What follows belongs to an exercise in optimizing a design on an open flow for a short achievable clock period and few clock cycles; a production flow would make more cautious choices. RTL that was checked went through simulation tests only; none was proved equivalent to the original. For runs 1 to 3, only the layout was checked, not whether the RTL still works. Power figures rest on the tool's default switching activity, not on a simulated workload.

==> config.mk <==
export PLATFORM = sky130hd
export DESIGN_NAME = Top
export DESIGN_NICKNAME = Top
export VERILOG_FILES = /design/flow/design.v
export SDC_FILE = /design/flow/constraint.sdc
export NUM_CORES = 4
export LEC_CHECK = 0
export ABC_CLOCK_PERIOD_IN_PS = 2500
export CAP_MARGIN = 20
export CORE_MARGIN = 2
export CORE_UTILIZATION = 40
export PLACE_DENSITY = 0.6
export SLEW_MARGIN = 20
==> constraint.sdc <==
create_clock -name core_clock -period 10.0 [get_ports {clk}]
set_input_delay 2.0000 -clock core_clock [delete_from_list [all_inputs] [get_ports {clk}]]
set_output_delay 2.0000 -clock core_clock [all_outputs]
set_load 0.01 [all_outputs]
==> design.v <==
module Register_File(
input              clk,
input              rst_n,
input       [4:0]  ra1,
input       [4:0]  ra2,
output      [31:0] rd1,
output      [31:0] rd2,
input              wea,
input       [4:0]  waa,
input       [31:0] wda,
input              web,
input       [4:0]  wab,
input       [31:0] wdb
);
reg [31:0] r [0:31];
genvar g;
generate
for (g = 0; g < 32; g = g + 1) begin : regs
    always @(posedge clk or negedge rst_n) begin
        if (!rst_n)
            r[g] <= 32'h0;
        else if (wea && waa == g)
            r[g] <= wda;
        else if (web && wab == g)
            r[g] <= wdb;
    end
end
endgenerate
assign rd1 = r[ra1];
assign rd2 = r[ra2];
endmodule
module Top(
input           clk,
input           rst_n,
output  [7:0]   mem_addr,
output  [31:0]  mem_wdata,
output          mem_we,
input   [31:0]  mem_rdata
    );
reg  [7:0]  M;
reg         WE;
reg  [31:0] WD;
assign mem_addr  = M;
assign mem_we    = WE;
assign mem_wdata = WD;
reg  [7:0]  FA;          
reg         MB;          
reg         FF;          
reg         DV;          
reg         DC;          
reg  [31:0] CI;
reg  [7:0]  DPC;
reg         IRv, SKv;
reg  [31:0] IR, SK;
reg  [7:0]  IRpc, SKpc;
reg         Xv, Xalu, Xlw, Xsw, Xbr, Xpred;
reg  [4:0]  Xd;
reg  [31:0] A, B, SD;
reg  [7:0]  Xalt, Xalt1, Xalt2;
reg         A0v, A0p, A1v, A1p;
reg  [31:0] A0i, A1i;
reg  [7:0]  A0g, A1g;
reg         L1v, L2v;
reg  [4:0]  L1d, L2d;
localparam IB = 6;               
localparam NC = 1 << IB;
localparam W  = 48;              
reg  [NC-1:0] CV;
reg  [7-IB:0] CT [0:NC-1];
reg  [31:0]   CD [0:NC-1];
reg           CP [0:NC-1];
reg  [7:0]    CG [0:NC-1];
wire [IB-1:0] li   = FA[IB-1:0];
wire          hit  = CV[li] && (CT[li] == FA[7:IB]);
wire [7:0]    fa1  = FA + 8'd1;
reg  [7:0]    PF;                
reg  [7:0]    RA;                
reg           MDF;               
wire [7:0]    pfd  = PF - FA;
wire          pfbh = (pfd == 8'd0) || pfd[7];    
wire          pfin = !pfbh && (pfd <= W);
wire [31:0] sum     = A + B;
wire        taken   = ~A[31] & (|A[30:0]);
wire        flushX  = Xv && Xbr && (taken != Xpred);
wire        dataopX = Xv && (Xlw || Xsw);
wire        xwr     = Xv && Xalu;
wire [31:0] dinst = DC ? CI : mem_rdata;
reg  [31:0] RDi;
reg  [7:0]  RDa;
reg         RDv, RDd;
wire        r_j   = RDi[31:26] == 6'h02;
wire        r_bb  = (RDi[31:26] == 6'h07) && RDi[15];
wire [7:0]  r_tgt = r_j ? RDi[7:0] : (RDa + 8'd1 + RDi[7:0]);
wire        redir_r = RDd && (r_j || r_bb) && !flushX;
wire        push  = DV && !flushX && !redir_r;
wire [5:0]  op     = IR[31:26];
wire        i_add  = op == 6'h00;
wire        i_addi = op == 6'h08;
wire        i_lw   = op == 6'h23;
wire        i_sw   = op == 6'h2b;
wire        i_br   = op == 6'h07;
wire        i_j    = op == 6'h02;
wire [4:0]  rs = IR[25:21];
wire [4:0]  rt = IR[20:16];
wire        use_rs = i_add | i_addi | i_lw | i_sw | i_br;
wire        use_rt = i_add | i_sw;
wire [31:0] rf1, rf2;
wire        x_rs  = xwr && (Xd == rs);
wire        x_rt  = xwr && (Xd == rt);
wire        st_rs = (Xv && Xlw && (Xd == rs)) || (L1v && (L1d == rs) && !x_rs);
wire        st_rt = (Xv && Xlw && (Xd == rt)) || (L1v && (L1d == rt) && !x_rt);
wire [31:0] v_rs  = x_rs ? sum : ((L2v && L2d == rs) ? mem_rdata : rf1);
wire [31:0] v_rt  = x_rt ? sum : ((L2v && L2d == rt) ? mem_rdata : rf2);
wire        stall    = IRv && ((use_rs && st_rs) || (use_rt && st_rt));
wire        consumed = IRv && !stall;
wire [7:0]  pc1   = IRpc + 8'd1;
wire        pred  = i_j || (i_br && IR[15]);
wire [7:0]  btgt  = pc1 + IR[7:0];
wire [7:0]  alt   = pred ? pc1 : btgt;
wire [7:0]  alt1  = alt + 8'd1;
wire [IB-1:0] a0x = alt[IB-1:0];
wire [IB-1:0] a1x = alt1[IB-1:0];
wire        a0hit = CV[a0x] && (CT[a0x] == alt[7:IB]);
wire        a1hit = CV[a1x] && (CT[a1x] == alt1[7:IB]);
wire [1:0]  q      = {1'b0, IRv} + {1'b0, SKv} + {1'b0, DV} - {1'b0, consumed};
wire        issue  = (q <= 2'd1) && (MDF || hit);
reg  [7:0]  FA_n;
always @(*) begin
    if (flushX)
        FA_n = !A0v ? Xalt : A0p ? A0g : !A1v ? Xalt1 : A1p ? A1g : Xalt2;
    else if (redir_r)
        FA_n = r_tgt;
    else if (!issue)
        FA_n = FA;
    else if (hit && CP[li])
        FA_n = CG[li];
    else
        FA_n = fa1;
end
wire        seq    = !flushX && !redir_r && issue && !(hit && CP[li]);
wire        hold   = !flushX && !redir_r && !issue;
wire        nfree  = (seq && !pfbh && (pfd >= 8'd3)) || (hold && hit);
wire        pfgo   = nfree && pfin && !dataopX;
wire [7:0]  PFa    = pfgo ? PF + 8'd1 : PF;
Register_File u_rf(
    .clk(clk), .rst_n(rst_n),
    .ra1(rs), .ra2(rt), .rd1(rf1), .rd2(rf2),
    .wea(xwr), .waa(Xd), .wda(sum),
    .web(L2v), .wab(L2d), .wdb(mem_rdata)
);
always @(posedge clk or negedge rst_n) begin
    if (!rst_n) begin
        M <= 8'h0; WE <= 1'b0; WD <= 32'h0;
        FA <= 8'h0; MB <= 1'b0; PF <= 8'h1; RA <= 8'h0; MDF <= 1'b1; RDi <= 32'h0; RDa <= 8'h0; RDv <= 1'b0; RDd <= 1'b0; FF <= 1'b0; DV <= 1'b0; DC <= 1'b0; CI <= 32'h0; DPC <= 8'h0;
        IRv <= 1'b0; SKv <= 1'b0; IR <= 32'h0; SK <= 32'h0; IRpc <= 8'h0; SKpc <= 8'h0;
        Xv <= 1'b0; Xalu <= 1'b0; Xlw <= 1'b0; Xsw <= 1'b0; Xbr <= 1'b0; Xpred <= 1'b0;
        Xd <= 5'h0; A <= 32'h0; B <= 32'h0; SD <= 32'h0; Xalt <= 8'h0; Xalt1 <= 8'h0; Xalt2 <= 8'h0;
        A0v <= 1'b0; A0p <= 1'b0; A1v <= 1'b0; A1p <= 1'b0; A0i <= 32'h0; A1i <= 32'h0; A0g <= 8'h0; A1g <= 8'h0;
        L1v <= 1'b0; L2v <= 1'b0; L1d <= 5'h0; L2d <= 5'h0;
    end else begin
        M  <= dataopX ? sum[9:2] : (pfgo ? PF : FA_n);
        MDF <= !dataopX && !pfgo;
        RA <= M;
        RDi <= mem_rdata;
        RDa <= RA;
        RDv <= FF && !(WE && M == RA);
        RDd <= push && !DC;
        PF <= pfbh ? fa1 : PFa;
        WE <= Xv && Xsw;
        WD <= SD;
        MB <= dataopX;
        FF <= !MB;
        FA  <= FA_n;
        DPC <= FA;
        DV  <= issue && !flushX && !redir_r;
        DC  <= hit;
        CI  <= CD[li];
        if (flushX) begin
            IRv <= A0v; IR <= A0i; IRpc <= Xalt;
            SKv <= A0v && !A0p && A1v; SK <= A1i; SKpc <= Xalt1;
        end else if (!IRv || (consumed && !SKv)) begin
            IRv <= push; IR <= dinst; IRpc <= DPC;
        end else if (consumed) begin
            IR <= SK; IRpc <= SKpc;
            SKv <= push; SK <= dinst; SKpc <= DPC;
        end else if (push) begin
            SKv <= 1'b1; SK <= dinst; SKpc <= DPC;
        end
        Xv    <= consumed && !flushX;
        Xalu  <= i_add | i_addi;
        Xlw   <= i_lw;
        Xsw   <= i_sw;
        Xbr   <= i_br;
        Xpred <= pred;
        Xd    <= i_add ? IR[15:11] : rt;
        A     <= v_rs;
        B     <= i_add ? v_rt : {{16{IR[15]}}, IR[15:0]};
        SD    <= v_rt;
        Xalt  <= alt;
        Xalt1 <= alt1;
        Xalt2 <= alt1 + 8'd1;
        A0v <= a0hit; A0i <= CD[a0x]; A0p <= CP[a0x]; A0g <= CG[a0x];
        A1v <= a1hit; A1i <= CD[a1x]; A1p <= CP[a1x]; A1g <= CG[a1x];
        L1v <= Xv && Xlw;
        L1d <= Xd;
        L2v <= L1v && !(xwr && Xd == L1d);
        L2d <= L1d;
    end
end
genvar g;
generate
for (g = 0; g < NC; g = g + 1) begin : cache
    wire fill = RDv && (RDa[IB-1:0] == g);
    wire [7-IB:0] tag_after = fill ? RDa[7:IB] : CT[g];
    wire inv  = WE && (M[IB-1:0] == g) && (tag_after == M[7:IB]);
    always @(posedge clk or negedge rst_n) begin
        if (!rst_n)
            CV[g] <= 1'b0;
        else
            CV[g] <= (CV[g] | fill) & ~inv;
    end
    always @(posedge clk) begin
        if (fill) begin
            CT[g] <= RDa[7:IB];
            CD[g] <= RDi;
            CP[g] <= r_j || r_bb;
            CG[g] <= r_tgt;
        end
    end
end
endgenerate
endmodule
==> flow/run.sh <==
#!/bin/bash
set -euo pipefail
cd "$(dirname "$0")/.."
bash standard.sh SETUP_SLACK_MARGIN=7 finish > flow_make.log 2>&1
==> standard.sh <==
#!/bin/bash
# synth_recipe.tcl (not shown) runs the flow's synth.tcl, then flattens the netlist and writes it again
# the make line also repeats each setting of config.mk as NAME=value (left out here)
make -C /OpenROAD-flow-scripts/flow DESIGN_CONFIG=/design/flow/config.mk WORK_HOME=/design/flow/orfs CLKGATE_MAP_FILE= SYNTH_SCRIPT=/design/flow/synth_recipe.tcl "${@:-finish}"
==> results of run 1 <==
## synth_stat cells (49+ instances only)
cell      count  share of area, %
mux2_2      219               1.1
a222oi_1    173              0.80
a41oi_1      71              0.29
a221oi_1    931               3.8
buf_1       255              0.44
a211oi_1     94              0.33
nand2_1    1704               3.0
o21ai_0     971               2.3
a22o_1      886               3.6
a22oi_1    2700               9.4
a21oi_1     729               1.7
dfrtp_1    1546                18
xor2_1       52              0.21
buf_2       112              0.26
nor2b_1      54              0.16
nor3_1      162              0.38
dfxtp_1     128               1.2
nor4_1      160              0.46
o32ai_1      70              0.28
mux2i_1    1059               4.9
nor2_1      944               1.6
clkbuf_1   1401               2.4
inv_1        99              0.17
nand3_1     393              0.91
edfxtp_1   2624                37
nand4_1     666               1.9
or4_1        49              0.17
xnor2_1     189              0.77
ha_1         66              0.38
## worst min path at each step
stage | from | endpoint
2_1_floorplan | SD[0]$_DFF_PN0_ | WD[0]$_DFF_PN0_
3_3_place_gp | SD[14]$_DFF_PN0_ | WD[14]$_DFF_PN0_
3_5_place_dp | SD[14]$_DFF_PN0_ | WD[14]$_DFF_PN0_
4_1_cts | SD[14]$_DFF_PN0_ | WD[14]$_DFF_PN0_
## routing by layer
metal  track usage (%)  overflow
met1              82.2         5
met2              89.1         0
met3              73.5         1
met4              78.3         0
met5              54.8         0
## repair_timing
action / CTS
buffers inserted: 1345
endpoints found under the setup margin: 3410
cloned: 256
pin swaps: 780
gates resized for setup: 3983
## cells by family after synthesis
group | after synthesis
AND/OR/NAND/NOR | 4369
adder cells (fa/ha/maj) | 70
buffers and inverters | 1890
AO/OA/AOI/OAI | 6924
flip-flops | 4300
multiplexers | 1317
XOR/XNOR | 242
## per-stage QoR
stage	hold WS (ns)	total power, W	worst slack, ns
after CTS	0.348	0.157	5.09
after detailed placement	0.335	0.0961	2.28
after global placement	0.337	0.0963	2.29
after floorplan	0.331	0.0583	5.20
## power groups by stage
stage	logic, W	registers (W)	clock network, W
3_5_place_dp	0.0696	0.0265	0
3_3_place_gp	0.0698	0.0265	0
2_1_floorplan	0.0339	0.0244	0
4_1_cts	0.112	0.0261	0.0189
==> impl_metrics.ini, run 1 <==
[synthesis]
syn-num-nets = 19216
synthArstFlopShare_pct = 36.0
yosys_warnings = 7
synth_edf_count = 2624
synth_top_family_by_area = compound AO/OA/AOI/OAI gates
ys_ff_latch = 4300
synth-compound-area-share_pct = 23.6
synth_flop_cell = edfxtp_1
synth_xor_xnor_area_share_pct = 0.990
yosys.area_share.simple_pct = 9.45
synthAdderAreaFrac_pct = 0.420
synthCells = 19112
synth_cell_type_count = 109
avgSynthCellArea_sq_um = 11.3
synthMuxAreaShare_pct = 6.46
synth-seq-area-share_pct = 55.7
synth_area_sq_um = 216000

[global_routing]
grt_max_degree = 150
grt_remaining_overflow = 6
grt_usage_pct = 80.9

[run_status]
run.stop_error = [ERROR GRT-0232] Routing congestion too high. Check the congestion heatmap in the GUI.
outcome = stopped before the end
lastStage = 5_1_grt

[place]
portBuffers = 74
gp_congestion = 1.10
dp_hpwl_um = 1100000
dp_cells = 25617
postPlaceCellArea_sq_um = 232000

[cts]
cts.sinks = 4300
numCtsBuffers = 479
cts_root_buffer = clkbuf_16
cts_hold_buf = 0
htree_levels = 5
clock_path_buffers = 4

[floorplan]
ios = 75
initial_utilization_pct = 40.2
chipHeight_um = 738
rows = 269
fp.dieW_um = 738
==> run 2: changes to the inputs <==
--- a/design.v
+++ b/design.v
@@ -1,3 +1,53 @@
+module ALU(
+input   [31:0]  a,
+input   [31:0]  b,
+output  [31:0]  s
+);
+wire [31:0] p0 = a ^ b;
+wire [31:0] g0 = a & b;
+wire [31:0] g1, p1, g2, p2, g3, p3, g4, p4, g5, p5;
+genvar i;
+generate
+for (i = 0; i < 32; i = i + 1) begin : lvl
+    if (((i >> 0) & 1) == 1) begin : l1c
+        assign g1[i] = g0[i] | (p0[i] & g0[(i >> 1 << 1)]);
+        assign p1[i] = p0[i] & p0[(i >> 1 << 1)];
+    end else begin : l1p
+        assign g1[i] = g0[i];
+        assign p1[i] = p0[i];
+    end
+    if (((i >> 1) & 1) == 1) begin : l2c
+        assign g2[i] = g1[i] | (p1[i] & g1[(i >> 2 << 2) + 1]);
+        assign p2[i] = p1[i] & p1[(i >> 2 << 2) + 1];
+    end else begin : l2p
+        assign g2[i] = g1[i];
+        assign p2[i] = p1[i];
+    end
+    if (((i >> 2) & 1) == 1) begin : l3c
+        assign g3[i] = g2[i] | (p2[i] & g2[(i >> 3 << 3) + 3]);
+        assign p3[i] = p2[i] & p2[(i >> 3 << 3) + 3];
+    end else begin : l3p
+        assign g3[i] = g2[i];
+        assign p3[i] = p2[i];
+    end
+    if (((i >> 3) & 1) == 1) begin : l4c
+        assign g4[i] = g3[i] | (p3[i] & g3[(i >> 4 << 4) + 7]);
+        assign p4[i] = p3[i] & p3[(i >> 4 << 4) + 7];
+    end else begin : l4p
+        assign g4[i] = g3[i];
+        assign p4[i] = p3[i];
+    end
+    if (((i >> 4) & 1) == 1) begin : l5c
+        assign g5[i] = g4[i] | (p4[i] & g4[15]);
+        assign p5[i] = p4[i] & p4[15];
+    end else begin : l5p
+        assign g5[i] = g4[i];
+        assign p5[i] = p4[i];
+    end
+end
+endgenerate
+assign s = p0 ^ {g5[30:0], 1'b0};
+endmodule
 module Register_File(
 input              clk,
 input              rst_n,
@@ -62,6 +112,10 @@
 reg  [7:0]  A0g, A1g;
 reg         L1v, L2v;
 reg  [4:0]  L1d, L2d;
+reg         Yv;
+reg  [4:0]  Yd;
+reg  [31:0] Yval;
+reg  [7:0]  Mc;
 localparam IB = 6;               
 localparam NC = 1 << IB;
 localparam W  = 48;              
@@ -79,7 +133,8 @@
 wire [7:0]    pfd  = PF - FA;
 wire          pfbh = (pfd == 8'd0) || pfd[7];    
 wire          pfin = !pfbh && (pfd <= W);
-wire [31:0] sum     = A + B;
+wire [31:0] sum;
+ALU u_add(.a(A), .b(B), .s(sum));
 wire        taken   = ~A[31] & (|A[30:0]);
 wire        flushX  = Xv && Xbr && (taken != Xpred);
 wire        dataopX = Xv && (Xlw || Xsw);
@@ -109,8 +164,10 @@
 wire        x_rt  = xwr && (Xd == rt);
 wire        st_rs = (Xv && Xlw && (Xd == rs)) || (L1v && (L1d == rs) && !x_rs);
 wire        st_rt = (Xv && Xlw && (Xd == rt)) || (L1v && (L1d == rt) && !x_rt);
-wire [31:0] v_rs  = x_rs ? sum : ((L2v && L2d == rs) ? mem_rdata : rf1);
-wire [31:0] v_rt  = x_rt ? sum : ((L2v && L2d == rt) ? mem_rdata : rf2);
+wire [31:0] o_rs  = (Yv && Yd == rs) ? Yval : ((L2v && L2d == rs) ? mem_rdata : rf1);
+wire [31:0] o_rt  = (Yv && Yd == rt) ? Yval : ((L2v && L2d == rt) ? mem_rdata : rf2);
+wire [31:0] v_rs  = x_rs ? sum : o_rs;
+wire [31:0] v_rt  = x_rt ? sum : o_rt;
 wire        stall    = IRv && ((use_rs && st_rs) || (use_rt && st_rt));
 wire        consumed = IRv && !stall;
 wire [7:0]  pc1   = IRpc + 8'd1;
@@ -145,29 +202,28 @@
 Register_File u_rf(
     .clk(clk), .rst_n(rst_n),
     .ra1(rs), .ra2(rt), .rd1(rf1), .rd2(rf2),
-    .wea(xwr), .waa(Xd), .wda(sum),
+    .wea(Yv), .waa(Yd), .wda(Yval),
     .web(L2v), .wab(L2d), .wdb(mem_rdata)
 );
 always @(posedge clk or negedge rst_n) begin
     if (!rst_n) begin
-        M <= 8'h0; WE <= 1'b0; WD <= 32'h0;
-        FA <= 8'h0; MB <= 1'b0; PF <= 8'h1; RA <= 8'h0; MDF <= 1'b1; RDi <= 32'h0; RDa <= 8'h0; RDv <= 1'b0; RDd <= 1'b0; FF <= 1'b0; DV <= 1'b0; DC <= 1'b0; CI <= 32'h0; DPC <= 8'h0;
+        WE <= 1'b0;
+        FA <= 8'h0; MB <= 1'b1; PF <= 8'h1; RA <= 8'h0; MDF <= 1'b0; RDi <= 32'h0; RDa <= 8'h0; RDv <= 1'b0; RDd <= 1'b0; FF <= 1'b0; DV <= 1'b0; DC <= 1'b0; CI <= 32'h0; DPC <= 8'h0;
         IRv <= 1'b0; SKv <= 1'b0; IR <= 32'h0; SK <= 32'h0; IRpc <= 8'h0; SKpc <= 8'h0;
         Xv <= 1'b0; Xalu <= 1'b0; Xlw <= 1'b0; Xsw <= 1'b0; Xbr <= 1'b0; Xpred <= 1'b0;
         Xd <= 5'h0; A <= 32'h0; B <= 32'h0; SD <= 32'h0; Xalt <= 8'h0; Xalt1 <= 8'h0; Xalt2 <= 8'h0;
         A0v <= 1'b0; A0p <= 1'b0; A1v <= 1'b0; A1p <= 1'b0; A0i <= 32'h0; A1i <= 32'h0; A0g <= 8'h0; A1g <= 8'h0;
-        L1v <= 1'b0; L2v <= 1'b0; L1d <= 5'h0; L2d <= 5'h0;
+        L1v <= 1'b0; L2v <= 1'b0; Yv <= 1'b0; Yd <= 5'h0; Mc <= 8'h0; L1d <= 5'h0; L2d <= 5'h0;
     end else begin
-        M  <= dataopX ? sum[9:2] : (pfgo ? PF : FA_n);
+        Mc <= dataopX ? sum[9:2] : (pfgo ? PF : FA_n);
         MDF <= !dataopX && !pfgo;
-        RA <= M;
+        RA <= Mc;
         RDi <= mem_rdata;
         RDa <= RA;
-        RDv <= FF && !(WE && M == RA);
+        RDv <= FF && !(WE && Mc == RA);
         RDd <= push && !DC;
         PF <= pfbh ? fa1 : PFa;
         WE <= Xv && Xsw;
-        WD <= SD;
         MB <= dataopX;
         FF <= !MB;
         FA  <= FA_n;
@@ -203,7 +259,10 @@
         A1v <= a1hit; A1i <= CD[a1x]; A1p <= CP[a1x]; A1g <= CG[a1x];
         L1v <= Xv && Xlw;
         L1d <= Xd;
-        L2v <= L1v && !(xwr && Xd == L1d);
+        L2v <= L1v;
+        Yv  <= xwr;
+        Yd  <= Xd;
+        Yval <= sum;
         L2d <= L1d;
     end
 end
@@ -212,7 +271,7 @@
 for (g = 0; g < NC; g = g + 1) begin : cache
     wire fill = RDv && (RDa[IB-1:0] == g);
     wire [7-IB:0] tag_after = fill ? RDa[7:IB] : CT[g];
-    wire inv  = WE && (M[IB-1:0] == g) && (tag_after == M[7:IB]);
+    wire inv  = WE && (Mc[IB-1:0] == g) && (tag_after == Mc[7:IB]);
     always @(posedge clk or negedge rst_n) begin
         if (!rst_n)
             CV[g] <= 1'b0;
@@ -229,4 +288,8 @@
     end
 end
 endgenerate
+always @(posedge clk) begin
+    WD <= SD;
+    M  <= dataopX ? sum[9:2] : (pfgo ? PF : FA_n);
+end
 endmodule
==> run 2 against run 1 <==
  * The flow again stops in 5_1_grt
  * Area after synthesis increased by 1.1%
  * Synthesized cell count up 2.0%
==> impl_metrics.ini, run 2 <==
[place]
dp_hpwl_um = 1120000
gp_congestion = 1.11
portBuffers = 74

[synthesis]
syn-num-nets = 19604
synth_common_cells = 2,763 x a22oi_1, 2,656 x edfxtp_1, 1,515 x dfrtp_1, 1,436 x nand2_1, 1,422 x clkbuf_1
synth_cell_type_count = 104
ys_ff_latch = 4341
synthMuxAreaShare_pct = 6.55
synth.area.top_cells = edfxtp_1 37%, dfrtp_1 17%, a22oi_1 9.5%
yosysTopAreaCellShare_pct = 36.6
yosys.cell_count.top_type = a22oi_1
synth_xor_xnor_area_share_pct = 0.961
synthAdderAreaFrac_pct = 0.441
avgSynthCellArea_sq_um = 11.2
synth_edf_count = 2656
synthArstFlopShare_pct = 34.9
yosys_warnings = 7
synth_top_family_by_area = compound AO/OA/AOI/OAI gates
synth_top_area_cell = edfxtp_1
yosys.area_share.simple_pct = 9.52
synth-compound-area-share_pct = 23.5
synth-seq-area-share_pct = 55.6
synth_flop_cell = edfxtp_1
synth_area_sq_um = 218000
synthCells = 19498

[cts]
numCtsBuffers = 522
htree_levels = 6
cts_hold_buf = 0
cts_root_buffer = clkbuf_16
clock_path_buffers = 4
cts.sinks = 4341

[global_routing]
grt_usage_pct = 78.3
grt_remaining_overflow = 5
grt_max_degree = 133

[run_status]
outcome = stopped before the end
lastStage = 5_1_grt
run.stop_error = [ERROR GRT-0232] Routing congestion too high. Check the congestion heatmap in the GUI.

[floorplan]
initial_utilization_pct = 40.1
rows = 271
fp.dieW_um = 742
chipHeight_um = 742
ios = 75
==> run 2: changes by cell type after synthesis, sizes merged, moves of 48 or more <==
cell    delta
a21oi    +324
mux2      -61
nand2    -268
nand4     -57
nor2     +396
a31oi     +77
buf       +51
a22oi     +63
a222oi    -83
a221o     +58
a221oi    -48
o21ai    -268
mux2i    +112
==> run 2: repair_timing <==
item | CTS
setup endpoints to repair | 3397
gates cloned | 196
pin swaps | 729
buffers inserted | 1213
resized for setup | 3238
==> run 2: how the worst min path moves through the flow <==
| stage | cells after the start | slack, ns | start | endpoint |
|---|---|---|---|---|
| after global placement | 0 | 0.33 | SD[7]$_DFF_PN0_ | WD[7]$_DFF_P_ |
| after CTS | 0 | 0.34 | SD[12]$_DFF_PN0_ | WD[12]$_DFF_P_ |
| after detailed placement | 0 | 0.33 | SD[12]$_DFF_PN0_ | WD[12]$_DFF_P_ |
| after floorplan | 0 | 0.32 | SD[0]$_DFF_PN0_ | WD[0]$_DFF_P_ |
==> run 2: metal layers <==
metal	GRT overflow	track usage, %
met1	0	80.3
met2	0	87.6
met3	3	68.7
met4	0	75.0
met5	2	52.7
==> run 2: metrics by stage <==
step | std cells | power [W] | area [sq um] | hold WS [ns] | setup slack (ns)
2_1_floorplan | 19498 | 0.0573 | 219000 | 0.324 | 5.45
3_3_place_gp | 26006 | 0.0956 | 234000 | 0.326 | 2.82
3_5_place_dp | 26027 | 0.0952 | 234000 | 0.327 | 2.77
4_1_cts | 28387 | 0.144 | 283000 | 0.339 | 5.19
==> run 2: kinds of logic after synthesis <==
family,Yosys count
AO/OA/AOI/OAI,7036
XOR/XNOR,235
adder cells (fa/ha/maj),72
buffers and inverters,1941
flip-flops,4341
multiplexers,1364
AND/OR/NAND/NOR,4509
==> run 2: power by group through the flow <==
| stage | clock network [W] | logic (W) | registers, W |
|---|---|---|---|
| 2_1_floorplan | 0 | 0.0327 | 0.0247 |
| 3_3_place_gp | 0 | 0.0687 | 0.0270 |
| 3_5_place_dp | 0 | 0.0683 | 0.0268 |
| 4_1_cts | 0.0202 | 0.0967 | 0.0266 |
==> run 3: changes to the inputs <==
--- a/design.v
+++ b/design.v
@@ -103,6 +103,7 @@
 reg         IRv, SKv;
 reg  [31:0] IR, SK;
 reg  [7:0]  IRpc, SKpc;
+reg  [7:0]  IRalt, SKalt, IRalt1, SKalt1;    
 reg         Xv, Xalu, Xlw, Xsw, Xbr, Xpred;
 reg  [4:0]  Xd;
 reg  [31:0] A, B, SD;
@@ -124,12 +125,14 @@
 reg  [31:0]   CD [0:NC-1];
 reg           CP [0:NC-1];
 reg  [7:0]    CG [0:NC-1];
+reg           CB [0:NC-1];      
 wire [IB-1:0] li   = FA[IB-1:0];
 wire          hit  = CV[li] && (CT[li] == FA[7:IB]);
 wire [7:0]    fa1  = FA + 8'd1;
 reg  [7:0]    PF;                
 reg  [7:0]    RA;                
 reg           MDF;               
+reg           PFOK, PFOKH;       
 wire [7:0]    pfd  = PF - FA;
 wire          pfbh = (pfd == 8'd0) || pfd[7];    
 wire          pfin = !pfbh && (pfd <= W);
@@ -148,6 +151,11 @@
 wire [7:0]  r_tgt = r_j ? RDi[7:0] : (RDa + 8'd1 + RDi[7:0]);
 wire        redir_r = RDd && (r_j || r_bb) && !flushX;
 wire        push  = DV && !flushX && !redir_r;
+wire        d_pred = (dinst[31:26] == 6'h02) || ((dinst[31:26] == 6'h07) && dinst[15]);
+wire [7:0]  dpc1  = DPC + 8'd1;
+wire [7:0]  dpc2  = DPC + 8'd2;
+wire [7:0]  dalt  = d_pred ? dpc1 : dpc1 + dinst[7:0];
+wire [7:0]  dalt1 = d_pred ? dpc2 : dpc2 + dinst[7:0];
 wire [5:0]  op     = IR[31:26];
 wire        i_add  = op == 6'h00;
 wire        i_addi = op == 6'h08;
@@ -170,11 +178,9 @@
 wire [31:0] v_rt  = x_rt ? sum : o_rt;
 wire        stall    = IRv && ((use_rs && st_rs) || (use_rt && st_rt));
 wire        consumed = IRv && !stall;
-wire [7:0]  pc1   = IRpc + 8'd1;
 wire        pred  = i_j || (i_br && IR[15]);
-wire [7:0]  btgt  = pc1 + IR[7:0];
-wire [7:0]  alt   = pred ? pc1 : btgt;
-wire [7:0]  alt1  = alt + 8'd1;
+wire [7:0]  alt   = IRalt;
+wire [7:0]  alt1  = IRalt1;
 wire [IB-1:0] a0x = alt[IB-1:0];
 wire [IB-1:0] a1x = alt1[IB-1:0];
 wire        a0hit = CV[a0x] && (CT[a0x] == alt[7:IB]);
@@ -196,8 +202,10 @@
 end
 wire        seq    = !flushX && !redir_r && issue && !(hit && CP[li]);
 wire        hold   = !flushX && !redir_r && !issue;
-wire        nfree  = (seq && !pfbh && (pfd >= 8'd3)) || (hold && hit);
-wire        pfgo   = nfree && pfin && !dataopX;
+wire [7:0]  pff    = PF - Xalt2;    
+wire [7:0]  pfr    = PF - r_tgt;    
+wire        bkw    = !flushX && !redir_r && issue && hit && CP[li] && CB[li] && (FA - CG[li] <= 8'd8);
+wire        pfgo   = ((seq && PFOK) || (hold && hit && PFOKH)) && !dataopX;
 wire [7:0]  PFa    = pfgo ? PF + 8'd1 : PF;
 Register_File u_rf(
     .clk(clk), .rst_n(rst_n),
@@ -208,7 +216,7 @@
 always @(posedge clk or negedge rst_n) begin
     if (!rst_n) begin
         WE <= 1'b0;
-        FA <= 8'h0; MB <= 1'b1; PF <= 8'h1; RA <= 8'h0; MDF <= 1'b0; RDi <= 32'h0; RDa <= 8'h0; RDv <= 1'b0; RDd <= 1'b0; FF <= 1'b0; DV <= 1'b0; DC <= 1'b0; CI <= 32'h0; DPC <= 8'h0;
+        FA <= 8'h0; MB <= 1'b1; PF <= 8'h1; RA <= 8'h0; MDF <= 1'b0; PFOK <= 1'b0; PFOKH <= 1'b0; IRalt <= 8'h0; SKalt <= 8'h0; IRalt1 <= 8'h0; SKalt1 <= 8'h0; RDi <= 32'h0; RDa <= 8'h0; RDv <= 1'b0; RDd <= 1'b0; FF <= 1'b0; DV <= 1'b0; DC <= 1'b0; CI <= 32'h0; DPC <= 8'h0;
         IRv <= 1'b0; SKv <= 1'b0; IR <= 32'h0; SK <= 32'h0; IRpc <= 8'h0; SKpc <= 8'h0;
         Xv <= 1'b0; Xalu <= 1'b0; Xlw <= 1'b0; Xsw <= 1'b0; Xbr <= 1'b0; Xpred <= 1'b0;
         Xd <= 5'h0; A <= 32'h0; B <= 32'h0; SD <= 32'h0; Xalt <= 8'h0; Xalt1 <= 8'h0; Xalt2 <= 8'h0;
@@ -223,6 +231,10 @@
         RDv <= FF && !(WE && Mc == RA);
         RDd <= push && !DC;
         PF <= pfbh ? fa1 : PFa;
+        PFOK <= flushX ? (A0v && !A0p && A1v && !A1p && (pff >= 8'd4) && (pff < W)) :
+                redir_r ? ((pfr >= 8'd4) && (pfr < W)) :
+                !pfbh && ((pfd >= 8'd4) || (pfd == 8'd3 && pfgo)) && (pfd < W) && (seq || hold || bkw);
+        PFOKH <= !pfbh && (hold || bkw || (pfd >= 8'd2) || pfgo) && (pfd < W) && (seq || hold || bkw);
         WE <= Xv && Xsw;
         MB <= dataopX;
         FF <= !MB;
@@ -232,15 +244,15 @@
         DC  <= hit;
         CI  <= CD[li];
         if (flushX) begin
-            IRv <= A0v; IR <= A0i; IRpc <= Xalt;
-            SKv <= A0v && !A0p && A1v; SK <= A1i; SKpc <= Xalt1;
+            IRv <= A0v; IR <= A0i; IRpc <= Xalt; IRalt <= A0p ? Xalt1 : A0g; IRalt1 <= A0p ? Xalt2 : A0g + 8'd1;
+            SKv <= A0v && !A0p && A1v; SK <= A1i; SKpc <= Xalt1; SKalt <= A1p ? Xalt2 : A1g; SKalt1 <= A1p ? Xalt2 + 8'd1 : A1g + 8'd1;
         end else if (!IRv || (consumed && !SKv)) begin
-            IRv <= push; IR <= dinst; IRpc <= DPC;
+            IRv <= push; IR <= dinst; IRpc <= DPC; IRalt <= dalt; IRalt1 <= dalt1;
         end else if (consumed) begin
-            IR <= SK; IRpc <= SKpc;
-            SKv <= push; SK <= dinst; SKpc <= DPC;
+            IR <= SK; IRpc <= SKpc; IRalt <= SKalt; IRalt1 <= SKalt1;
+            SKv <= push; SK <= dinst; SKpc <= DPC; SKalt <= dalt; SKalt1 <= dalt1;
         end else if (push) begin
-            SKv <= 1'b1; SK <= dinst; SKpc <= DPC;
+            SKv <= 1'b1; SK <= dinst; SKpc <= DPC; SKalt <= dalt; SKalt1 <= dalt1;
         end
         Xv    <= consumed && !flushX;
         Xalu  <= i_add | i_addi;
@@ -284,6 +296,7 @@
             CD[g] <= RDi;
             CP[g] <= r_j || r_bb;
             CG[g] <= r_tgt;
+            CB[g] <= r_bb;
         end
     end
 end
--- a/config.mk
+++ b/config.mk
@@ -8,6 +8,6 @@
 export ABC_CLOCK_PERIOD_IN_PS = 2500
 export CAP_MARGIN = 20
 export CORE_MARGIN = 2
-export CORE_UTILIZATION = 40
-export PLACE_DENSITY = 0.6
+export CORE_UTILIZATION = 30
+export PLACE_DENSITY = 0.5
 export SLEW_MARGIN = 20
==> run 3 against run 2 <==
  * The run again fails in 5_1_grt
  * Area after synthesis rose by 1.2%
  * Synthesized cell count decreased by 0.17%
==> impl_metrics.ini, run 3 <==
[run_status]
outcome = stopped before the end
lastStage = 5_1_grt
run.stop_error = [ERROR GRT-0232] Routing congestion too high. Check the congestion heatmap in the GUI.

[place]
dp_hpwl_um = 1100000
preCtsSetupSlack_ns = 3.35
portBuffers = 74
postPlaceCellArea_sq_um = 239000
gp_congestion = 1.12

[synthesis]
synth_area_sq_um = 220000
yosys_warnings = 8
synthCells = 19464
synth_edf_count = 2720
synth_top_area_cell = edfxtp_1
synth.area.top_cells = edfxtp_1 37%, dfrtp_1 17%, a22oi_1 12%
synth_common_cells = 3,551 x a22oi_1, 2,720 x edfxtp_1, 1,534 x dfrtp_1, 1,439 x clkbuf_1, 1,350 x nand2_1
yosys.cell_count.top_type = a22oi_1
synthArstFlopShare_pct = 34.7
syn-num-nets = 19602
synth_flop_cell = edfxtp_1
avgSynthCellArea_sq_um = 11.3
synth_cell_type_count = 108
synth-seq-area-share_pct = 56.0
ys_ff_latch = 4424
yosysTopAreaCellShare_pct = 37.1

[global_routing]
grt_usage_pct = 58.4
grt_remaining_overflow = 2
grt_max_degree = 154

[cts]
cts.sinks = 4424
clock_path_buffers = 4
htree_levels = 6
numCtsBuffers = 524
cts_root_buffer = clkbuf_16

[floorplan]
rows = 314
chipHeight_um = 861
initial_utilization_pct = 30.1
fp.dieW_um = 861
ios = 75
-- run 3: changes by cell type after synthesis, sizes merged, moves of 39 or more --
cell	delta
nand3	-75
a22oi	+788
a31oi	-111
inv	+53
nand2	-87
nor2	-67
buf	-61
or4	+41
a221o	-60
a221oi	-197
a21oi	-77
edfxtp	+64
and3	-39
a22o	-219
-- run 3: per-layer routing --
metal	GRT overflow	track usage [%]
met5	2	37.4
met4	0	53.8
met3	0	51.7
met2	0	65.7
met1	0	60.2
-- run 3: what timing repair did --
| action | in CTS |
|---|---|
| gates resized for setup | 3116 |
| hold buffers | 0 |
| gates cloned | 176 |
| buffers inserted | 1386 |
| pin swaps | 657 |
| setup endpoints to repair | 3160 |
-- run 3: logic make-up after synthesis --
kind of cell / Yosys count / share of synthesized area [%]
fa+ha+maj: 104 / 0.628
buf+inv: 1946 / 3.36
mux: 1409 / 6.86
simple gates: 4320 / 9.10
compound gates: 6989 / 22.9
xor+xnor: 272 / 1.09
flops: 4424 / 56.0
-- run 3: per-stage QoR --
step | cells | total power [W]
floorplan | 19464 | 0.0414
global placement | 28473 | 0.0590
detailed placement | 28493 | 0.0590
CTS | 31017 | 0.0906
-- run 3: worst max path at each step --
stage / from / endpoint / slack, ns / cells past startpoint
after floorplan: mem_rdata[1] / SKalt[7]$_DFFE_PN0P_ / 5.77 / 14
after global placement: FA[0]$_DFF_PN0_ / PFOKH$_DFF_PN0_ / 2.95 / 22
after detailed placement: FA[0]$_DFF_PN0_ / PFOKH$_DFF_PN0_ / 3.35 / 20
after CTS: FA[1]$_DFF_PN0_ / PFOK$_DFF_PN0_ / 5.27 / 23
-- run 3: power groups by stage --
| stage | combinational [W] | sequential, W | clock [W] |
|---|---|---|---|
| after floorplan | 0.0160 | 0.0254 | 0 |
| after global placement | 0.0312 | 0.0278 | 0 |
| after detailed placement | 0.0313 | 0.0277 | 0 |
| after CTS | 0.0427 | 0.0274 | 0.0206 |
==> run 4: changes to the inputs <==
--- a/design.v
+++ b/design.v
@@ -48,6 +48,26 @@
 endgenerate
 assign s = p0 ^ {g5[30:0], 1'b0};
 endmodule
+module Lookup #(parameter IB = 5, parameter W = 32) (
+input   [(W << IB) - 1:0]   flat,
+input   [IB-1:0]            idx,
+output  [W-1:0]             out
+);
+genvar l, k;
+generate
+for (l = 0; l <= IB; l = l + 1) begin : lv
+    wire [(W << (IB - l)) - 1:0] v;
+    if (l == 0) begin : leaf
+        assign v = flat;
+    end else begin : node
+        for (k = 0; k < (1 << (IB - l)); k = k + 1) begin : m
+            assign v[k*W +: W] = idx[l-1] ? lv[l-1].v[(2*k+1)*W +: W] : lv[l-1].v[2*k*W +: W];
+        end
+    end
+end
+endgenerate
+assign out = lv[IB].v;
+endmodule
 module Register_File(
 input              clk,
 input              rst_n,
@@ -62,7 +82,8 @@
 input       [4:0]  wab,
 input       [31:0] wdb
 );
-reg [31:0] r [0:31];
+reg  [31:0]   r [0:31];
+wire [1023:0] flat;
 genvar g;
 generate
 for (g = 0; g < 32; g = g + 1) begin : regs
@@ -74,10 +95,11 @@
         else if (web && wab == g)
             r[g] <= wdb;
     end
+    assign flat[g*32 +: 32] = r[g];
 end
 endgenerate
-assign rd1 = r[ra1];
-assign rd2 = r[ra2];
+Lookup #(.IB(5), .W(32)) u_rd1 (.flat(flat), .idx(ra1), .out(rd1));
+Lookup #(.IB(5), .W(32)) u_rd2 (.flat(flat), .idx(ra2), .out(rd2));
 endmodule
 module Top(
 input           clk,
@@ -117,17 +139,27 @@
 reg  [4:0]  Yd;
 reg  [31:0] Yval;
 reg  [7:0]  Mc;
-localparam IB = 6;               
+localparam IB = 5;               
 localparam NC = 1 << IB;
-localparam W  = 48;              
+localparam W  = 24;              
 reg  [NC-1:0] CV;
-reg  [7-IB:0] CT [0:NC-1];
+reg  [7:0]    CT [0:NC-1];      
 reg  [31:0]   CD [0:NC-1];
 reg           CP [0:NC-1];
 reg  [7:0]    CG [0:NC-1];
 reg           CB [0:NC-1];      
 wire [IB-1:0] li   = FA[IB-1:0];
-wire          hit  = CV[li] && (CT[li] == FA[7:IB]);
+localparam EW = 51;
+wire [(EW << IB) - 1:0] cflat;
+wire [EW-1:0] le, a0e, a1e;
+Lookup #(.IB(IB), .W(EW)) u_lk  (.flat(cflat), .idx(li),  .out(le));
+wire          l_v = le[50];
+wire          l_b = le[49];
+wire          l_p = le[48];
+wire [7:0]    l_g = le[47:40];
+wire [7:0]    l_t = le[39:32];
+wire [31:0]   l_d = le[31:0];
+wire          hit  = l_v && (l_t == FA);
 wire [7:0]    fa1  = FA + 8'd1;
 reg  [7:0]    PF;                
 reg  [7:0]    RA;                
@@ -183,8 +215,10 @@
 wire [7:0]  alt1  = IRalt1;
 wire [IB-1:0] a0x = alt[IB-1:0];
 wire [IB-1:0] a1x = alt1[IB-1:0];
-wire        a0hit = CV[a0x] && (CT[a0x] == alt[7:IB]);
-wire        a1hit = CV[a1x] && (CT[a1x] == alt1[7:IB]);
+Lookup #(.IB(IB), .W(EW)) u_lk0 (.flat(cflat), .idx(a0x), .out(a0e));
+Lookup #(.IB(IB), .W(EW)) u_lk1 (.flat(cflat), .idx(a1x), .out(a1e));
+wire        a0hit = a0e[50] && (a0e[39:32] == alt);
+wire        a1hit = a1e[50] && (a1e[39:32] == alt1);
 wire [1:0]  q      = {1'b0, IRv} + {1'b0, SKv} + {1'b0, DV} - {1'b0, consumed};
 wire        issue  = (q <= 2'd1) && (MDF || hit);
 reg  [7:0]  FA_n;
@@ -195,16 +229,15 @@
         FA_n = r_tgt;
     else if (!issue)
         FA_n = FA;
-    else if (hit && CP[li])
-        FA_n = CG[li];
+    else if (hit && l_p)
+        FA_n = l_g;
     else
         FA_n = fa1;
 end
-wire        seq    = !flushX && !redir_r && issue && !(hit && CP[li]);
+wire        seq    = !flushX && !redir_r && issue && !(hit && l_p);
 wire        hold   = !flushX && !redir_r && !issue;
 wire [7:0]  pff    = PF - Xalt2;    
-wire [7:0]  pfr    = PF - r_tgt;    
-wire        bkw    = !flushX && !redir_r && issue && hit && CP[li] && CB[li] && (FA - CG[li] <= 8'd8);
+wire        bkw    = !flushX && !redir_r && issue && hit && l_p && l_b;
 wire        pfgo   = ((seq && PFOK) || (hold && hit && PFOKH)) && !dataopX;
 wire [7:0]  PFa    = pfgo ? PF + 8'd1 : PF;
 Register_File u_rf(
@@ -232,7 +265,7 @@
         RDd <= push && !DC;
         PF <= pfbh ? fa1 : PFa;
         PFOK <= flushX ? (A0v && !A0p && A1v && !A1p && (pff >= 8'd4) && (pff < W)) :
-                redir_r ? ((pfr >= 8'd4) && (pfr < W)) :
+                redir_r ? 1'b0 :
                 !pfbh && ((pfd >= 8'd4) || (pfd == 8'd3 && pfgo)) && (pfd < W) && (seq || hold || bkw);
         PFOKH <= !pfbh && (hold || bkw || (pfd >= 8'd2) || pfgo) && (pfd < W) && (seq || hold || bkw);
         WE <= Xv && Xsw;
@@ -242,7 +275,7 @@
         DPC <= FA;
         DV  <= issue && !flushX && !redir_r;
         DC  <= hit;
-        CI  <= CD[li];
+        CI  <= l_d;
         if (flushX) begin
             IRv <= A0v; IR <= A0i; IRpc <= Xalt; IRalt <= A0p ? Xalt1 : A0g; IRalt1 <= A0p ? Xalt2 : A0g + 8'd1;
             SKv <= A0v && !A0p && A1v; SK <= A1i; SKpc <= Xalt1; SKalt <= A1p ? Xalt2 : A1g; SKalt1 <= A1p ? Xalt2 + 8'd1 : A1g + 8'd1;
@@ -267,8 +300,8 @@
         Xalt  <= alt;
         Xalt1 <= alt1;
         Xalt2 <= alt1 + 8'd1;
-        A0v <= a0hit; A0i <= CD[a0x]; A0p <= CP[a0x]; A0g <= CG[a0x];
-        A1v <= a1hit; A1i <= CD[a1x]; A1p <= CP[a1x]; A1g <= CG[a1x];
+        A0v <= a0hit; A0i <= a0e[31:0]; A0p <= a0e[48]; A0g <= a0e[47:40];
+        A1v <= a1hit; A1i <= a1e[31:0]; A1p <= a1e[48]; A1g <= a1e[47:40];
         L1v <= Xv && Xlw;
         L1d <= Xd;
         L2v <= L1v;
@@ -282,8 +315,9 @@
 generate
 for (g = 0; g < NC; g = g + 1) begin : cache
     wire fill = RDv && (RDa[IB-1:0] == g);
-    wire [7-IB:0] tag_after = fill ? RDa[7:IB] : CT[g];
-    wire inv  = WE && (Mc[IB-1:0] == g) && (tag_after == Mc[7:IB]);
+    wire [7:0] tag_after = fill ? RDa : CT[g];
+    assign cflat[g*EW +: EW] = {CV[g], CB[g], CP[g], CG[g], CT[g], CD[g]};
+    wire inv  = WE && (Mc[IB-1:0] == g) && (tag_after == Mc);
     always @(posedge clk or negedge rst_n) begin
         if (!rst_n)
             CV[g] <= 1'b0;
@@ -292,11 +326,11 @@
     end
     always @(posedge clk) begin
         if (fill) begin
-            CT[g] <= RDa[7:IB];
+            CT[g] <= RDa;
             CD[g] <= RDi;
             CP[g] <= r_j || r_bb;
             CG[g] <= r_tgt;
-            CB[g] <= r_bb;
+            CB[g] <= r_bb && (&RDi[15:3]);
         end
     end
 end
==> config.mk (replaced) <==
export PLATFORM = sky130hd
export DESIGN_NAME = Top
export DESIGN_NICKNAME = Top
export VERILOG_FILES = /design/flow/design.v
export SDC_FILE = /design/flow/constraint.sdc
export NUM_CORES = 4
export LEC_CHECK = 0
export ABC_CLOCK_PERIOD_IN_PS = 1500
export CAP_MARGIN = 20
export CORE_MARGIN = 2
export CORE_UTILIZATION = 35
export PLACE_DENSITY = 0.55
export SLEW_MARGIN = 20
==> run 4 against run 3 <==
  * The run now finishes clean
  * Synthesized cell count down 30%
  * Area after synthesis down 20%
==> impl_metrics.ini, run 4 <==
[run_status]
outcome = finished clean

[floorplan]
die-area_sq_um = 508000
ios = 75
chipHeight_um = 713
fp.dieW_um = 713
rows = 260
initial_utilization_pct = 35.1
coreArea_sq_um = 501000

[synthesis]
synth_edf_count = 1376
synth.area.top_cells = edfxtp_1 23%, mux4_2 22%, dfrtp_1 21%
synth_area_sq_um = 176000
synth-compound-area-share_pct = 7.39
synth_common_cells = 1,745 x mux4_2, 1,502 x dfrtp_1, 1,482 x mux2i_1, 1,376 x edfxtp_1, 1,266 x nand2_1
yosysTopAreaCellShare_pct = 23.5
synth_xor_xnor_area_share_pct = 1.42
synthCells = 13557
synth_flop_cell = dfrtp_1
synthArstFlopShare_pct = 47.4
synth-seq-area-share_pct = 48.3
synth_top_family_by_area = multiplexers
avgSynthCellArea_sq_um = 13.0
yosys.area_share.simple_pct = 6.78
yosys.cell_count.top_type = mux4_2
syn-num-nets = 13674
synth_cell_type_count = 93
synthAdderAreaFrac_pct = 0.633
synth_top_area_cell = edfxtp_1
synthMuxAreaShare_pct = 32.4
yosys_warnings = 8
ys_ff_latch = 3176

[sta]
maxSlewViolCount = 0
min_period_ns = 3.84
hold_viol = 0
rsz0062_at_grt = true
slew_headroom_pct = 20.4
tightest_slew_ns = 1.19
setup_tns_ns = 0
finalSetupViolCount = 0
fin_crit_sh_pct = 38.4
fin_skew_ns = 0.0922
max_freq_ghz = 0.261

[route]
drcViolationCount = 0
wl_per_cell_um = 37.1
drt-total-wl_um = 771000
drtAntennaViolNets = 0
viasPerCell = 6.40
drt-pass1-iter-count = 6
vias = 132800
drtIter0Drc = 20876

[setup_path]
cp_max_fo = 10
crit_path_end_kind = register
worstPathRequired_ns = 10.88
crit_path_start_kind = register
critPathKind = register to register
worstPathArrival_ns = 4.72

[global_routing]
antenna_found_initial = 41
grt_max_degree = 146
grt_usage_pct = 29.1
grt_pass1_vias = 125292
grt_remaining_overflow = 0
grt_pass1_wl_um = 1040000

[hold_path]
hold_class = register to register

[finish]
fin_nets = 13869
fillers = 45454
seqCellArea_sq_um = 85100
reg_top3 = CD (1024), u_rf.r (1024)
areaGrowthSynthToFinish_pct = 20.4
final_cell_mix = 1,745 x mux4_2, 1,454 x dfrtp_1, 1,424 x mux2i_1, 1,376 x edfxtp_1, 1,218 x nand2_1
drive_gt1_share_pct = 31.7
layout.cells.most_common = mux4_2
multi_input_area_sq_um = 89600

[power_and_ir_drop]
finalPower_w = 0.0662
leakage_nw = 76.2
worst_ir_drop_vdd_mv = 0.301
p_per_area_nw_per_um2 = 313

[cts]
cts_root_buffer = clkbuf_16
clkTransAtPathRegs_ns = 0.07
cts.sinks = 3176
clock_path_buffers = 4
clk_latency_ns = 1.03
cts_tree = done
htree_levels = 5
numCtsBuffers = 351

[place]
gp_congestion = 0.912
portBuffers = 74
dp_hpwl_um = 403000

[run]
cap_viol_max_count = 0
==> run 4: changes by cell type after synthesis, moves of 193 or more <==
| cell | delta |
|---|---|
| edfxtp_1 | -1344 |
| nor4_1 | -214 |
| o21ai_0 | +193 |
| nand4_1 | -606 |
| nor2_1 | -305 |
| nand3_1 | -280 |
| a221oi_1 | -681 |
| mux4_2 | +1683 |
| a22oi_1 | -3537 |
| a22o_1 | -688 |
| clkbuf_1 | -514 |
| mux2i_1 | +318 |
==> run 4: timing repair <==
item	CTS	global route
gates resized for setup	1375	319
hold buffers	0	0
endpoints found under the setup margin	1789	935
buffers inserted	387	130
cloned	143	46
endpoints found under the hold margin	0	0
pin swaps	185	142
==> run 4: cells by family after synthesis <==
group,after synthesis
flops,3176
xor+xnor,286
simple gates,2806
fa+ha+maj,83
buf+inv,1418
compound gates,2306
mux,3482
==> run 4: power by group <==
| part | switching [W] | internal, W | leakage (nW) | total [W] |
|---|---|---|---|---|
| clock | 0.00592 | 0.00789 | 5.83 | 0.0138 |
| combinational | 0.0186 | 0.0145 | 41.0 | 0.0330 |
| sequential | 0.00265 | 0.0168 | 29.4 | 0.0194 |
==> run 4: worst max-delay path, cell delays in order (launching register included) <==
cell     delay (ns)
dfrtp_4        0.60
inv_1          0.58
mux2_2         0.44
o22ai_4        0.23
nor4_4         0.09
nor4b_4        0.34
and4b_4        0.39
buf_6          0.13
buf_6          0.11
nand2_8        0.09
buf_4          0.15
mux2i_2        0.24
o211a_1        0.21
o22ai_2        0.07
==> run 4: layer usage <==
| layer | share of wire [%] | routed length (um) | vias to the layer above | GRT usage (%) |
|---|---|---|---|---|
| met2 | 43 | 328000 | 9712 | 42.2 |
| li1 | - | - | 52411 | - |
| met3 | 13 | 102000 | 1983 | 7.89 |
| met5 | 0.023 | 181 | - | 0 |
| met1 | 38 | 292000 | 68672 | 39.7 |
| met4 | 6.4 | 49400 | 22 | 15.3 |
==> run 4: final timing paths <==
| kind | start | to | slack, ns | cells past startpoint |
|---|---|---|---|---|
| min in group asynchronous | rst_n | u_rf.r[26][18]$_DFFE_PN0P_ | 0.94 | 1 |
| max in group asynchronous | rst_n | CV[11]$_DFF_PN0_ | 7.23 | 3 |
| worst max-delay path | FA[2]$_DFF_PN0_ | Mc[6]$_DFF_PN0_ | 6.16 | 13 |
| worst min register to register | SD[9]$_DFF_PN0_ | WD[9]$_DFF_P_ | 0.34 | 0 |
| worst min-delay path | SD[9]$_DFF_PN0_ | WD[9]$_DFF_P_ | 0.34 | 0 |
| worst max register to register | FA[2]$_DFF_PN0_ | Mc[6]$_DFF_PN0_ | 6.16 | 13 |
==> run 4: per-stage QoR <==
step	util, %	setup slack [ns]	hold slack [ns]	instance area, sq um	std cells
after floorplan	-	5.77	0.324	177000	13557
after global placement	36.8	4.39	0.328	184000	19370
after detailed placement	36.8	4.41	0.330	184000	19373
after CTS	41.6	6.22	0.344	208000	20549
after global routing	42.3	6.17	0.354	212000	20728
final	42.3	6.16	0.341	212000	20759
==> run 4: layout make-up <==
cell class,count,area share [%]
inverters,107,0.277
well taps,6681,3.95
flip-flops and latches,3176,40.2
diodes,33,0.0390
repair buffers,1128,7.60
repair inverters,3,0.0124
clock buffers,490,4.73
multi-input cells,8985,42.3
clock inverters,156,0.913
Testbench counts of run 4, summed over its fixed seeds: cycles 30,081.

-- afterwards: timing with drivers on the ports --
The results above use ideal ports. As a check the final layout listed here was re-extracted and re-timed, cells and wires unchanged. Step 1: set_driving_cell puts a clkbuf_16 on clk and a buf_2 on each other input, an assumption about the parent block. Step 2 moves the port delays by t, midway between the first and last clock arrival at a register: inputs arrive t later, outputs are due t later. That takes back most of the time a late clock gives input paths. a / b / c = no drivers / after step 1 / after step 2; a / b = the first two.
run: run 4
shift t [ns]: 1.119
setup slack, ns: 6.163 / 6.156 / 5.329
worst register clock-pin slew, ns: 0.07 / 0.07
worst slew at a driven data input, ns: 0.33
pins driven straight from the clock port: 1
After both steps run 4 still meets setup and hold. The setup slack of run 4 moves by -0.007 ns with the drivers and by -0.834 ns with both steps.
